This design comes from an exercise in tuning for small area, a short achievable clock period and few clock cycles on the open sky130 flow, not from production work. The RTL was checked by simulation tests, not by an equivalence proof against the original design. No activity file was given, so power comes from the tool's default toggle rates.

[flow/constraint.sdc]
create_clock -name core_clock -period 16.0 [get_ports {clk}]
set_input_delay 3.2000 -clock core_clock [delete_from_list [all_inputs] [get_ports {clk}]]
set_output_delay 3.2000 -clock core_clock [all_outputs]
set_load 0.01 [all_outputs]
[flow/config.mk]
export PLATFORM = sky130hd
export DESIGN_NAME = RISC
export DESIGN_NICKNAME = RISC
export VERILOG_FILES = /design/flow/design.v
export SDC_FILE = /design/flow/constraint.sdc
export NUM_CORES = 4
export LEC_CHECK = 0
export CAP_MARGIN = 20
export CORE_MARGIN = 2
export CORE_UTILIZATION = 40
export SLEW_MARGIN = 20
[flow/design.v]
module RISC (
    input  logic        clk,
    input  logic        reset_n,
    output logic [31:0] d_address,
    input  logic [31:0] d_data_read,
    output logic [31:0] d_data_write,
    output logic [ 3:0] d_data_wstrb,
    output logic        d_write_enable,
    input  logic        d_data_valid,
    output logic [31:0] i_address,
    input  logic [31:0] i_data_read,
    input  logic        i_data_valid
);
    localparam logic [6:0] LUI    = 7'b0110111;
    localparam logic [6:0] AUIPC  = 7'b0010111;
    localparam logic [6:0] JAL    = 7'b1101111;
    localparam logic [6:0] JALR   = 7'b1100111;
    localparam logic [6:0] BRANCH = 7'b1100011;
    localparam logic [6:0] LOAD   = 7'b0000011;
    localparam logic [6:0] STORE  = 7'b0100011;
    localparam logic [6:0] IMM_OP = 7'b0010011;
    localparam logic [6:0] REG_OP = 7'b0110011;
    logic [31:0] pc_f;           
    logic [31:0] pc_d;           
    logic        v_d;            
    logic        hold_q;         
    logic [31:0] ir_hold;
    logic        halted;
    logic        v_e;
    logic [31:0] pc_e, imm_e, a_rf, b_rf;
    logic        fa_m, fa_w, fa_w2, fa_rf;
    logic        fb_m, fb_w, fb_w2, fb_rf;
    logic [4:0]  rd_e;
    logic        ld_e, st_e, br_e, jal_e, jalr_e, ill_e;
    logic [2:0]  f3_e;
    logic        a_pc_e, a_zero_e;
    logic [1:0]  a_sh_e;
    logic        b_imm_e, b_four_e, sub_e, sgn_e;
    logic        r_add_e, r_bit0_e, r_logic_e, r_shift_e, r_bitop_e, r_minmax_e;
    logic        r_cnt_e, r_ext_e, r_orcb_e, r_rev8_e, r_clmul_e;
    logic        bit0_lt_e;
    logic [1:0]  lop_e;
    logic        linv_e;
    logic        sh_left_e;
    logic [1:0]  sh_hi_e;        
    logic        sh_rol_e;       
    logic [1:0]  bop_e;          
    logic        mm_max_e;
    logic [1:0]  cnt_sel_e;      
    logic [1:0]  ext_sel_e;      
    logic [1:0]  cl_sel_e;       
    logic [1:0]  cnt;            
    logic [54:0] cl_acc;
    logic [31:0] res_m, st_m;
    logic [3:0]  wstrb_m;
    logic        we_m, ld_m;
    logic [4:0]  rd_m;
    logic [2:0]  f3_m;
    logic [31:0] res_w;
    logic        ld_w;
    logic [4:0]  rd_w;
    logic [2:0]  f3_w;
    logic [31:0] res_w2;
    logic [4:0]  rd_w2;
    logic [31:1][31:0] rf;
    wire [31:0] ins = hold_q ? ir_hold : i_data_read;
    wire [6:0] opc = ins[6:0];
    wire [2:0] f3  = ins[14:12];
    wire [6:0] f7  = ins[31:25];
    wire [4:0] f5  = ins[24:20];
    wire is_lui    = opc == LUI;
    wire is_auipc  = opc == AUIPC;
    wire is_jal    = opc == JAL;
    wire is_jalr   = opc == JALR;
    wire is_branch = opc == BRANCH;
    wire is_load   = opc == LOAD;
    wire is_store  = opc == STORE;
    wire is_opimm  = opc == IMM_OP;
    wire is_op     = opc == REG_OP;
    wire use_rs1 = !(is_lui || is_auipc || is_jal);
    wire use_rs2 = is_branch || is_store || is_op;
    wire wr_rd   = !(is_branch || is_store);
    wire [4:0] rs1_d = use_rs1 ? ins[19:15] : 5'd0;
    wire [4:0] rs2_d = use_rs2 ? ins[24:20] : 5'd0;
    wire [4:0] rd_d  = wr_rd   ? ins[11:7]  : 5'd0;
    logic ill_d;
    always_comb begin
        ill_d = 1'b0;
        case (opc)
            LUI, AUIPC, JAL: ;
            JALR  : ill_d = (f3 != 3'b0);
            BRANCH: ill_d = (f3 == 3'b010 || f3 == 3'b011);
            LOAD  : ill_d = (f3 == 3'b011 || f3 == 3'b111 || f3 == 3'b110);
            STORE : ill_d = (f3 > 3'b010);
            IMM_OP: begin
                case (f3)
                    3'b001: ill_d = (f7 != 7'b0000000);
                    3'b101: ill_d = (f7 != 7'b0000000 && f7 != 7'b0100000);
                    default: ;
                endcase
            end
            REG_OP: begin
                case (f3)
                    3'b000: ill_d = (f7 != 7'b0000000 && f7 != 7'b0100000);
                    3'b101: ill_d = (f7 != 7'b0000000 && f7 != 7'b0100000);
                    default: ill_d = (f7 != 7'b0000000);
                endcase
            end
            default: ill_d = 1'b1;
        endcase
        if (is_op && f7 == 7'b0010000) begin
            ill_d = !(f3 == 3'b010 || f3 == 3'b100 || f3 == 3'b110);
        end
        if (is_op && f7 == 7'b0100000) begin
            ill_d = !(f3 == 3'b111 || f3 == 3'b110 || f3 == 3'b100 ||
                      f3 == 3'b000 || f3 == 3'b101);
        end
        else if (is_opimm && f3[1:0] == 2'b01) begin
            if (f7 == 7'b0010100)
                ill_d = !(f3 == 3'b001 || f5 == 5'b00111);
            else if (f7 == 7'b0110100)
                ill_d = !(f3 == 3'b001 || f5 == 5'b11000);
            else if (f7 == 7'b0110000) begin
                if (f3 == 3'b001)
                    ill_d = !(f5 == 5'b00000 || f5 == 5'b00001 || f5 == 5'b00010 ||
                              f5 == 5'b00100 || f5 == 5'b00101);
                else
                    ill_d = 1'b0;
            end
            else if (f7 == 7'b0100100)
                ill_d = 1'b0;
        end
        else if (is_op) begin
            if (f7 == 7'b0000101)
                ill_d = (f3 == 3'b000);
            else if (f7 == 7'b0100100)
                ill_d = !(f3 == 3'b001 || f3 == 3'b101);
            else if (f7 == 7'b0010100 || f7 == 7'b0110100)
                ill_d = (f3 != 3'b001);
            else if (f7 == 7'b0110000)
                ill_d = !(f3 == 3'b001 || f3 == 3'b101);
            else if (f7 == 7'b0000100)
                ill_d = !(f3 == 3'b100 && f5 == 5'b0);
        end
    end
    logic [31:0] imm_d;
    always_comb begin
        if (is_lui || is_auipc)
            imm_d = {ins[31:12], 12'h000};
        else if (is_jal)
            imm_d = {{12{ins[31]}}, ins[19:12], ins[20], ins[30:21], 1'b0};
        else if (is_branch)
            imm_d = {{20{ins[31]}}, ins[7], ins[30:25], ins[11:8], 1'b0};
        else if (is_store)
            imm_d = {{21{ins[31]}}, ins[30:25], ins[11:7]};
        else
            imm_d = {{21{ins[31]}}, ins[30:20]};
    end
    logic a_pc_d, a_zero_d, b_imm_d, b_four_d, sub_d, sgn_d;
    logic [1:0] a_sh_d;
    logic r_add_d, r_bit0_d, r_logic_d, r_shift_d, r_bitop_d, r_minmax_d;
    logic r_cnt_d, r_ext_d, r_orcb_d, r_rev8_d, r_clmul_d;
    logic bit0_lt_d, linv_d, sh_left_d, sh_rol_d, mm_max_d;
    logic [1:0] lop_d, sh_hi_d, bop_d, cnt_sel_d, ext_sel_d, cl_sel_d;
    always_comb begin
        a_pc_d = 0; a_zero_d = 0; a_sh_d = 0;
        b_imm_d = 0; b_four_d = 0; sub_d = 0; sgn_d = 0;
        r_add_d = 0; r_bit0_d = 0; r_logic_d = 0; r_shift_d = 0; r_bitop_d = 0;
        r_minmax_d = 0; r_cnt_d = 0; r_ext_d = 0; r_orcb_d = 0; r_rev8_d = 0;
        r_clmul_d = 0;
        bit0_lt_d = 0; linv_d = 0; sh_left_d = 0; sh_rol_d = 0; mm_max_d = 0;
        lop_d = 0; sh_hi_d = 0; bop_d = 0; cnt_sel_d = 0; ext_sel_d = 0; cl_sel_d = 0;
        if (is_lui) begin
            a_zero_d = 1; b_imm_d = 1; r_add_d = 1;
        end
        else if (is_auipc) begin
            a_pc_d = 1; b_imm_d = 1; r_add_d = 1;
        end
        else if (is_jal || is_jalr) begin
            a_pc_d = 1; b_four_d = 1; r_add_d = 1;
        end
        else if (is_load || is_store) begin
            b_imm_d = 1; r_add_d = 1;
        end
        else if (is_branch) begin
            sub_d = 1; sgn_d = !f3[1];
        end
        else if (is_opimm || is_op) begin
            b_imm_d = is_opimm;
            case (f3)
                3'b000: begin
                    r_add_d = 1;
                    sub_d = is_op && f7[5];
                end
                3'b010, 3'b011: begin
                    if (is_op && f7 == 7'b0010000) begin
                        r_add_d = 1; a_sh_d = 2'd1;
                    end
                    else if (is_op && f7 == 7'b0000101) begin
                        r_clmul_d = 1; cl_sel_d = f3[0] ? 2'd1 : 2'd2;
                    end
                    else begin
                        r_bit0_d = 1; bit0_lt_d = 1; sub_d = 1; sgn_d = !f3[0];
                    end
                end
                3'b100: begin
                    if (is_op && f7 == 7'b0010000) begin
                        r_add_d = 1; a_sh_d = 2'd2;
                    end
                    else if (is_op && f7 == 7'b0000101) begin
                        r_minmax_d = 1; sub_d = 1; sgn_d = 1;
                    end
                    else if (is_op && f7 == 7'b0000100) begin
                        r_ext_d = 1; ext_sel_d = 2'd2;
                    end
                    else begin
                        r_logic_d = 1; lop_d = 2'd2; linv_d = is_op && f7[5];
                    end
                end
                3'b110: begin
                    if (is_op && f7 == 7'b0010000) begin
                        r_add_d = 1; a_sh_d = 2'd3;
                    end
                    else if (is_op && f7 == 7'b0000101) begin
                        r_minmax_d = 1; sub_d = 1; sgn_d = 1; mm_max_d = 1;
                    end
                    else begin
                        r_logic_d = 1; lop_d = 2'd1; linv_d = is_op && f7[5];
                    end
                end
                3'b111: begin
                    if (is_op && f7 == 7'b0000101) begin
                        r_minmax_d = 1; sub_d = 1; mm_max_d = 1;
                    end
                    else begin
                        r_logic_d = 1; lop_d = 2'd0; linv_d = is_op && f7[5];
                    end
                end
                3'b001: begin
                    if (is_op && f7 == 7'b0000101) begin
                        r_clmul_d = 1; cl_sel_d = 2'd0;
                    end
                    else if (f7 == 7'b0010100) begin
                        r_bitop_d = 1; bop_d = 2'd0;
                    end
                    else if (f7 == 7'b0100100) begin
                        r_bitop_d = 1; bop_d = 2'd1;
                    end
                    else if (f7 == 7'b0110100) begin
                        r_bitop_d = 1; bop_d = 2'd2;
                    end
                    else if (f7 == 7'b0110000 && is_opimm) begin
                        if (f5[2]) begin
                            r_ext_d = 1; ext_sel_d = {1'b0, f5[0]};
                        end
                        else begin
                            r_cnt_d = 1; cnt_sel_d = f5[1:0];
                        end
                    end
                    else begin
                        r_shift_d = 1; sh_left_d = 1; sh_rol_d = f7[5];
                    end
                end
                default: begin  
                    if (is_op && f7 == 7'b0000101) begin
                        r_minmax_d = 1; sub_d = 1;
                    end
                    else if (f7 == 7'b0010100) begin
                        r_orcb_d = 1;
                    end
                    else if (f7 == 7'b0110100) begin
                        r_rev8_d = 1;
                    end
                    else if (f7 == 7'b0100100) begin
                        r_bit0_d = 1; bit0_lt_d = 0;    
                    end
                    else if (f7 == 7'b0110000) begin
                        r_shift_d = 1; sh_hi_d = 2'd2;  
                    end
                    else begin
                        r_shift_d = 1; sh_hi_d = {1'b0, f7[5]};  
                    end
                end
            endcase
        end
    end
    wire rs1_nz = rs1_d != 5'd0;
    wire rs2_nz = rs2_d != 5'd0;
    wire a_e = rs1_nz && rs1_d == rd_e;
    wire a_m = rs1_nz && rs1_d == rd_m;
    wire a_w = rs1_nz && rs1_d == rd_w;
    wire b_e = rs2_nz && rs2_d == rd_e;
    wire b_m = rs2_nz && rs2_d == rd_m;
    wire b_w = rs2_nz && rs2_d == rd_w;
    wire ev       = v_e && !halted;
    wire is_cl_e  = ev && r_clmul_e;
    wire e_busy   = is_cl_e && (cnt != 2'd3);
    wire loaduse  = (a_e && ld_e) || (a_m && ld_m) || (b_e && ld_e) || (b_m && ld_m);
    wire stall_d  = v_d && (loaduse || e_busy);
    logic [31:0] rv1, rv2;
    always_comb begin
        rv1 = '0;
        rv2 = '0;
        for (int r = 1; r < 32; r++) begin
            rv1 = rv1 | ({32{ins[19:15] == r[4:0]}} & rf[r]);
            rv2 = rv2 | ({32{ins[24:20] == r[4:0]}} & rf[r]);
        end
    end
    wire [31:0] A = ({32{fa_m}} & res_m) | ({32{fa_w}} & res_w) |
                    ({32{fa_w2}} & res_w2) | ({32{fa_rf}} & a_rf);
    wire [31:0] B = ({32{fb_m}} & res_m) | ({32{fb_w}} & res_w) |
                    ({32{fb_w2}} & res_w2) | ({32{fb_rf}} & b_rf);
    wire [31:0] B2 = b_imm_e ? imm_e : B;
    logic [31:0] add_a;
    always_comb begin
        if (a_pc_e)
            add_a = pc_e;
        else if (a_zero_e)
            add_a = 32'd0;
        else
            add_a = A << a_sh_e;
    end
    wire [31:0] add_b  = b_four_e ? 32'd4 : B2;
    wire [32:0] add_a33 = {sgn_e & add_a[31], add_a};
    wire [32:0] add_b33 = {sgn_e & add_b[31], add_b} ^ {33{sub_e}};
    wire [32:0] sum33  = add_a33 + add_b33 + {32'd0, sub_e};
    wire [31:0] sum    = sum33[31:0];
    wire        lt     = sum33[32];
    wire        eq     = A == B;
    wire [31:0] lb = linv_e ? ~B2 : B2;
    logic [31:0] logic_res;
    always_comb
        case (lop_e)
            2'd0: logic_res = A & lb;
            2'd1: logic_res = A | lb;
            default: logic_res = A ^ lb;
        endcase
    wire [4:0] shamt = B2[4:0];
    logic [62:0] fsh;
    always_comb begin
        if (sh_left_e)
            fsh = {A, sh_rol_e ? A[31:1] : 31'd0};
        else
            case (sh_hi_e)
                2'd0: fsh = {31'd0, A};
                2'd1: fsh = {{31{A[31]}}, A};
                default: fsh = {A[30:0], A};
            endcase
    end
    wire [4:0]  amt = sh_left_e ? ~shamt : shamt;
    wire [62:0] fsh_s = fsh >> amt;
    wire [31:0] sh_res = fsh_s[31:0];
    wire [31:0] onehot = 32'd1 << shamt;
    logic [31:0] bop_res;
    always_comb
        case (bop_e)
            2'd0: bop_res = A | onehot;
            2'd1: bop_res = A & ~onehot;
            default: bop_res = A ^ onehot;
        endcase
    logic [31:0] cz_in;
    always_comb
        for (int i = 0; i < 32; i++)
            cz_in[i] = (cnt_sel_e == 2'd0) ? A[31 - i] : A[i];
    logic [5:0] ctz_res;
    logic [15:0] y16;
    logic [7:0]  y8;
    logic [3:0]  y4;
    logic [1:0]  y2;
    logic z16, z8, z4, z2, z1;
    always_comb begin
        z16 = cz_in[15:0] == 16'd0;
        y16 = z16 ? cz_in[31:16] : cz_in[15:0];
        z8  = y16[7:0] == 8'd0;
        y8  = z8 ? y16[15:8] : y16[7:0];
        z4  = y8[3:0] == 4'd0;
        y4  = z4 ? y8[7:4] : y8[3:0];
        z2  = y4[1:0] == 2'd0;
        y2  = z2 ? y4[3:2] : y4[1:0];
        z1  = !y2[0];
        ctz_res = (cz_in == 32'd0) ? 6'd32 : {1'b0, z16, z8, z4, z2, z1};
    end
    logic [5:0] pop_res;
    always_comb begin
        pop_res = '0;
        for (int i = 0; i < 32; i++)
            pop_res = pop_res + {5'd0, A[i]};
    end
    wire [5:0] cnt_res = (cnt_sel_e == 2'd2) ? pop_res : ctz_res;
    logic [31:0] ext_res;
    always_comb
        case (ext_sel_e)
            2'd0: ext_res = {{24{A[7]}}, A[7:0]};
            2'd1: ext_res = {{16{A[15]}}, A[15:0]};
            default: ext_res = {16'd0, A[15:0]};
        endcase
    logic [31:0] orcb_res, rev8_res;
    always_comb
        for (int i = 0; i < 4; i++) begin
            orcb_res[8*i +: 8] = (A[8*i +: 8] != 8'd0) ? 8'hff : 8'h00;
            rev8_res[8*i +: 8] = A[24 - 8*i +: 8];
        end
    logic [7:0] chunk;
    always_comb
        case (cnt)
            2'd0: chunk = B[31:24];
            2'd1: chunk = B[23:16];
            2'd2: chunk = B[15:8];
            default: chunk = B[7:0];
        endcase
    logic [38:0] pp;
    always_comb begin
        pp = '0;
        for (int i = 0; i < 8; i++)
            if (chunk[i])
                pp = pp ^ ({7'd0, A} << i);
    end
    wire [54:0] acc_in  = (cnt == 2'd0) ? 55'd0 : cl_acc;
    wire [62:0] acc_nx  = {acc_in, 8'd0} ^ {24'd0, pp};
    logic [31:0] cl_res;
    always_comb
        case (cl_sel_e)
            2'd0: cl_res = acc_nx[31:0];
            2'd1: cl_res = {1'b0, acc_nx[62:32]};
            default: cl_res = acc_nx[62:31];
        endcase
    wire bit0 = bit0_lt_e ? lt : sh_res[0];
    wire mm_pick_a = lt ^ mm_max_e;
    wire [31:0] res_e =
          ({32{r_add_e}}    & sum)
        | ({32{r_bit0_e}}   & {31'd0, bit0})
        | ({32{r_logic_e}}  & logic_res)
        | ({32{r_shift_e}}  & sh_res)
        | ({32{r_bitop_e}}  & bop_res)
        | ({32{r_minmax_e}} & (mm_pick_a ? A : B))
        | ({32{r_cnt_e}}    & {26'd0, cnt_res})
        | ({32{r_ext_e}}    & ext_res)
        | ({32{r_orcb_e}}   & orcb_res)
        | ({32{r_rev8_e}}   & rev8_res)
        | ({32{r_clmul_e}}  & cl_res);
    wire [31:0] tgt_base = jalr_e ? A : pc_e;
    wire [31:0] tgt_sum  = tgt_base + imm_e;
    wire [31:0] target   = {tgt_sum[31:1], 1'b0};
    wire taken_c  = f3_e[2] ? (lt ^ f3_e[0]) : (eq ^ f3_e[0]);
    wire jump_e   = jal_e || jalr_e || (br_e && taken_c);
    wire jmis     = jump_e && (jalr_e ? tgt_sum[1] : imm_e[1]);
    wire lsmis    = (ld_e || st_e) &&
                    ((f3_e[1:0] == 2'b01 && sum[0]) ||
                     (f3_e[1:0] == 2'b10 && sum[1:0] != 2'b00));
    wire trap_e   = ev && (ill_e || jmis || lsmis);
    wire redirect = ev && jump_e && !jmis && !ill_e;
    logic [31:0] st_e_data;
    logic [3:0]  wstrb_e;
    always_comb
        case (f3_e[1:0])
            2'b00: begin
                st_e_data = {4{B[7:0]}};
                wstrb_e   = 4'b0001 << sum[1:0];
            end
            2'b01: begin
                st_e_data = {2{B[15:0]}};
                wstrb_e   = sum[1] ? 4'b1100 : 4'b0011;
            end
            default: begin
                st_e_data = B;
                wstrb_e   = 4'b1111;
            end
        endcase
    wire e_done = ev && !e_busy && !trap_e;    
    logic [31:0] ld_val;
    logic [7:0]  ld_b;
    logic [15:0] ld_h;
    always_comb begin
        case (res_w[1:0])
            2'd0: ld_b = d_data_read[7:0];
            2'd1: ld_b = d_data_read[15:8];
            2'd2: ld_b = d_data_read[23:16];
            default: ld_b = d_data_read[31:24];
        endcase
        ld_h = res_w[1] ? d_data_read[31:16] : d_data_read[15:0];
        case (f3_w[1:0])
            2'b00: ld_val = {{24{ld_b[7] & !f3_w[2]}}, ld_b};
            2'b01: ld_val = {{16{ld_h[15] & !f3_w[2]}}, ld_h};
            default: ld_val = d_data_read;
        endcase
    end
    wire [31:0] wdata = ld_w ? ld_val : res_w;
    assign i_address      = pc_f;
    assign d_address      = res_m;
    assign d_data_write   = st_m;
    assign d_data_wstrb   = wstrb_m;
    assign d_write_enable = we_m;
    always_ff @(posedge clk) begin
        if (!reset_n) begin
            pc_f   <= 32'd0;
            v_d    <= 1'b0;
            hold_q <= 1'b0;
        end
        else if (redirect) begin
            pc_f   <= target;
            v_d    <= 1'b0;
            hold_q <= 1'b0;
        end
        else if (stall_d) begin
            hold_q <= 1'b1;
        end
        else begin
            pc_f   <= pc_f + 32'd4;
            v_d    <= 1'b1;
            hold_q <= 1'b0;
        end
    end
    always_ff @(posedge clk) begin
        ir_hold <= ins;
        if (!stall_d)
            pc_d <= pc_f;
    end
    always_ff @(posedge clk) begin
        if (!reset_n)
            halted <= 1'b0;
        else if (trap_e)
            halted <= 1'b1;
    end
    wire take_d = v_d && !stall_d && !redirect;
    always_ff @(posedge clk) begin
        if (!reset_n) begin
            v_e  <= 1'b0;
            rd_e <= 5'd0;
            ld_e <= 1'b0;
            cnt  <= 2'd0;
        end
        else if (e_busy) begin
            cnt  <= cnt + 2'd1;
        end
        else begin
            cnt  <= 2'd0;
            v_e  <= take_d;
            rd_e <= take_d ? rd_d : 5'd0;
            ld_e <= take_d && is_load;
        end
    end
    always_ff @(posedge clk) begin
        if (e_busy) begin
            a_rf  <= A;
            b_rf  <= B;
            fa_m  <= 1'b0; fa_w <= 1'b0; fa_w2 <= 1'b0; fa_rf <= 1'b1;
            fb_m  <= 1'b0; fb_w <= 1'b0; fb_w2 <= 1'b0; fb_rf <= 1'b1;
            cl_acc <= acc_nx[54:0];
        end
        else begin
            a_rf  <= rv1;
            b_rf  <= rv2;
            fa_m  <= a_e;
            fa_w  <= !a_e && a_m;
            fa_w2 <= !a_e && !a_m && a_w;
            fa_rf <= !a_e && !a_m && !a_w;
            fb_m  <= b_e;
            fb_w  <= !b_e && b_m;
            fb_w2 <= !b_e && !b_m && b_w;
            fb_rf <= !b_e && !b_m && !b_w;
            pc_e   <= pc_d;
            imm_e  <= imm_d;
            st_e   <= is_store;
            br_e   <= is_branch;
            jal_e  <= is_jal;
            jalr_e <= is_jalr;
            ill_e  <= ill_d;
            f3_e   <= f3;
            a_pc_e <= a_pc_d; a_zero_e <= a_zero_d; a_sh_e <= a_sh_d;
            b_imm_e <= b_imm_d; b_four_e <= b_four_d; sub_e <= sub_d; sgn_e <= sgn_d;
            r_add_e <= r_add_d; r_bit0_e <= r_bit0_d; r_logic_e <= r_logic_d;
            r_shift_e <= r_shift_d; r_bitop_e <= r_bitop_d; r_minmax_e <= r_minmax_d;
            r_cnt_e <= r_cnt_d; r_ext_e <= r_ext_d; r_orcb_e <= r_orcb_d;
            r_rev8_e <= r_rev8_d; r_clmul_e <= r_clmul_d;
            bit0_lt_e <= bit0_lt_d; linv_e <= linv_d; sh_left_e <= sh_left_d;
            sh_rol_e <= sh_rol_d; mm_max_e <= mm_max_d;
            lop_e <= lop_d; sh_hi_e <= sh_hi_d; bop_e <= bop_d;
            cnt_sel_e <= cnt_sel_d; ext_sel_e <= ext_sel_d; cl_sel_e <= cl_sel_d;
        end
    end
    always_ff @(posedge clk) begin
        if (!reset_n) begin
            we_m  <= 1'b0;
            ld_m  <= 1'b0;
            rd_m  <= 5'd0;
            ld_w  <= 1'b0;
            rd_w  <= 5'd0;
            rd_w2 <= 5'd0;
        end
        else begin
            we_m  <= e_done && st_e;
            ld_m  <= e_done && ld_e;
            rd_m  <= e_done ? rd_e : 5'd0;
            ld_w  <= ld_m;
            rd_w  <= rd_m;
            rd_w2 <= rd_w;
        end
    end
    always_ff @(posedge clk) begin
        res_m   <= res_e;
        st_m    <= st_e_data;
        wstrb_m <= wstrb_e;
        f3_m    <= f3_e;
        res_w   <= res_m;
        f3_w    <= f3_m;
        res_w2  <= wdata;
    end
    for (genvar r = 1; r < 32; r++) begin : g_rf
        always_ff @(posedge clk)
            if (rd_w == r[4:0])
                rf[r] <= wdata;
    end
endmodule
[flow/run.sh]
#!/bin/bash
# synth_recipe.tcl (not shown) runs the flow's synth.tcl, then flattens the netlist and writes it again
# the make line also repeats each setting of config.mk as NAME=value (left out here)
make -C /OpenROAD-flow-scripts/flow DESIGN_CONFIG=/design/flow/config.mk WORK_HOME=/design/flow/orfs CLKGATE_MAP_FILE= SYNTH_SCRIPT=/design/flow/synth_recipe.tcl finish
==> impl_metrics.ini <==
[global_route]
grt-ovfl-total = 0
antenna_found_initial = 36
grt_start_max_net_pins = 94
grt_pass1_wl_mm = 593
grt_pass1_vias = 69300
grt.total_usage_pct = 42.0

[pwr]
ir_drop_uv = 196
totalPowerFinal_w = 0.0115
leakagePower_nw = 31.7
p_per_area_nw_per_um2 = 124

[die]
core_area_um2 = 200000
fp.dieArea_um2 = 205000
die_h_um = 453
initial_core_util_pct = 40.3
io_pins = 169
fp-row-count = 164
die_x_um = 453

[synthesis]
synthTopCellsByCount = 1,185 x edfxtp_1, 703 x nor2_1, 520 x nand2_1
synth_most_common_cell = edfxtp_1
syn_area_um2 = 80700
ys_async_sr_fraction_pct = 0
ys_seq_area_share_pct = 51.5
dominantRegCellSynth = edfxtp_1
syn_avg_cell_area_um2 = 10.7
synthCells = 7552
syn_nets = 7848
post-synth-top-area-cell = edfxtp_1
ys_types = 107
synth_edf_count = 1185
synth_seq_cells = 1483
synth_top_cells_by_area = edfxtp_1 44%, dfxtp_1 7.4%, a22oi_1 4.7%
yosysWarnings = 1
synth_top_cell_area_share_pct = 44.1

[placed_design]
dp_slack_ps = 8180
placed_area_um2 = 86600
io_buffer_count = 165
routabilityCongestion = 1.08
hpwl_mm = 277

[detailed_routing]
vias = 76200
first_pass_iters = 15
drc = 0
routed_wl_mm = 447
wl_per_cell_um = 42.7
drtIter0Drc = 16300
routed_via_density = 7.30
ant_nets = 0

[run_status]
outcome = timing/DRC/antenna clean

[timing]
fin_setup_tns_ps = 0
max_freq_ghz = 0.121
setup_viol = 0
fin_ws_ps = 7750
worst_slew_pin_slew_ps = 1330
fin_skew_ps = 83.5
period_minus_slack_ps = 8250
maxSlewViolCount = 0
hold_viol = 0
relSlewSlack_pct = 10.4
finalCritPeriodShare_pct = 51.5
rsz0062_at_grt = false

[clock_tree]
cts-root-buf = clkbuf_16
clkLatencyLatePin_ps = 860
cts_sinks = 1483
cts_resized = 0
path_clk_slew_ps = 70
cts_tree = done
cts_setup_buffers = 0
htreeDepth = 4
clk_path_buf_depth = 3
cts_buffers = 162
hold_buffers = 0

[worst_setup_path]
crit_required_ps = 16690
path_max_fanout = 11
r2r_slack_ps = 7750
end_kind = register
crit_type = register to register
startpoint_type = register
crit_arrival_ps = 8940

[cells_and_area]
drive_above_1_share_pct = 10.9
stdcell_area_um2 = 92400
nets = 7926
area_growth_pct = 14.5
final_core_util_pct = 46.2

[flow_run]
maxCapViolCount = 0

[hold_path]
hold_path.class = register to register
==> power by group <==
group	internal (W)	total, W	switching (W)	leakage [nW]
clock	0.00226	0.00398	0.00172	2.70
combinational	0.000957	0.00320	0.00224	15.3
sequential	0.00424	0.00430	0.0000540	13.7
==> flip-flops by register name, indices dropped and copies added, names as in the netlist, 3 cells and up <==
register,flops
rd_w,5
rd_e,5
pc_f,31
rf,992
pc_d,31
a_rf,32
res_w2,32
wstrb_m,4
res_w,32
pc_e,31
st_m,32
b_rf,32
f3_m,3
rd_m,5
f3_w,3
cl_acc,55
ir_hold,32
f3_e,3
imm_e,32
res_m,32
==> critical path: stages, from the launching register on <==
cell      delay (ps)
dfxtp_1          900
a22oi_1          480
nand2_1          260
buf_4            390
clkinv_1         200
fa_1             560
inv_1             50
fa_1             540
fa_1             450
fa_1             500
fa_1             530
fa_1             510
ha_1             250
fa_1             460
xor2_1           180
nand3_1           80
o21ai_0           80
a221oi_1         220
nand3_1          250
a21oi_1          590
o221ai_1         300
a221oi_2         230
nand3_1           90
==> per-layer routing <==
metal | global-route usage [%] | wire length, um | share of wire (%)
met1 | 50.4 | 151000 | 34
met2 | 59.9 | 182000 | 41
met3 | 15.2 | 65400 | 15
met4 | 35.1 | 47900 | 11
met5 | 0.280 | 259 | 0.058
==> cell type report <==
| class | count | area (um2) |
|---|---|---|
| Multi-Input combinational cell | 5318 | 37100 |
| Timing Repair Buffer | 486 | 4060 |
| Inverter | 179 | 681 |
| Fill cell | 18300 | 108000 |
| Tap cell | 2656 | 3320 |
| Antenna cell | 26 | 65.1 |
| Clock inverter | 78 | 1100 |
| Sequential cell | 1483 | 41600 |
| Clock buffer | 222 | 4510 |
==> worst paths after layout <==
kind / start / cells past startpoint / to
min: f3_m[2] / 0 / f3_w[2]
min reg2reg: f3_m[2] / 0 / f3_w[2]
max: res_w[0] / 22 / res_m[2]
max reg2reg: res_w[0] / 22 / res_m[2]
==> cell families (layout without fill, tap and decap cells) <==
group	after synthesis	in the layout	synth area share, %
AND/OR/NAND/NOR	2033	2033	11.5
other	1	27	0.00465
XOR/XNOR	460	460	5.05
flip-flops	1483	1483	51.5
multiplexers	170	170	2.30
AO/OA/AOI/OAI	2426	2426	22.0
adder cells (fa/ha/maj)	228	228	3.78
buffers and inverters	751	965	3.87
==> through the flow <==
step | hold slack (ps) | instances
global placement | 312 | 10100
CTS | 328 | 10400
detailed placement | 315 | 10100
global route | 341 | 10400
floorplan | 310 | 7552
finish | 328 | 10400
==> cell usage in the layout (no fill, tap or decap), drive strengths merged, types with 17 or more instances in the layout <==
cell / count
a31oi: 70
a222oi: 29
xor2: 111
nand2: 526
o21ai: 293
o221ai: 18
a211oi: 79
a21boi: 22
a21oi: 415
nor4: 30
clkdlybuf4s50: 165
diode: 26
o22ai: 23
inv: 164
a22oi: 515
and2: 27
nand4: 192
nor3: 151
or3: 17
edfxtp: 1185
nand3: 217
nor2: 703
clkbuf: 223
o211ai: 81
nor2b: 46
a21o: 43
fa: 26
buf: 320
mux2: 25
mux2i: 139
dfxtp: 298
nand2b: 52
a221oi: 327
or2: 18
a22o: 346
clkinv: 72
xnor2: 349
and3: 26
ha: 202
Testbench counts, summed over its fixed seeds: cycles 49,353.

afterwards: timing with drivers on the ports:
No port has a modelled driver above. Below, the same layout with a new extraction and two added sets of constraints. Step 1 assumes that a clkbuf_16 drives the clock port and a buf_2 every other input. Step 2 moves the port delays by t, midway between the first and last clock arrival at a register: inputs arrive t later, outputs are due t later. That takes back most of the time a late clock gives input paths. Slacks: ideal ports / drivers / drivers and shift; pairs: ideal ports / drivers.
t (ns): 0.925
setup slack, ns: 7.753 / 7.753 / 7.753
worst setup path at the end: register to register
cell pins on the clock port's net: 1
After both steps setup and hold are still met in this run. For this run, drivers alone change the setup slack by 0.000 ns; drivers and shift together by 0.000 ns.
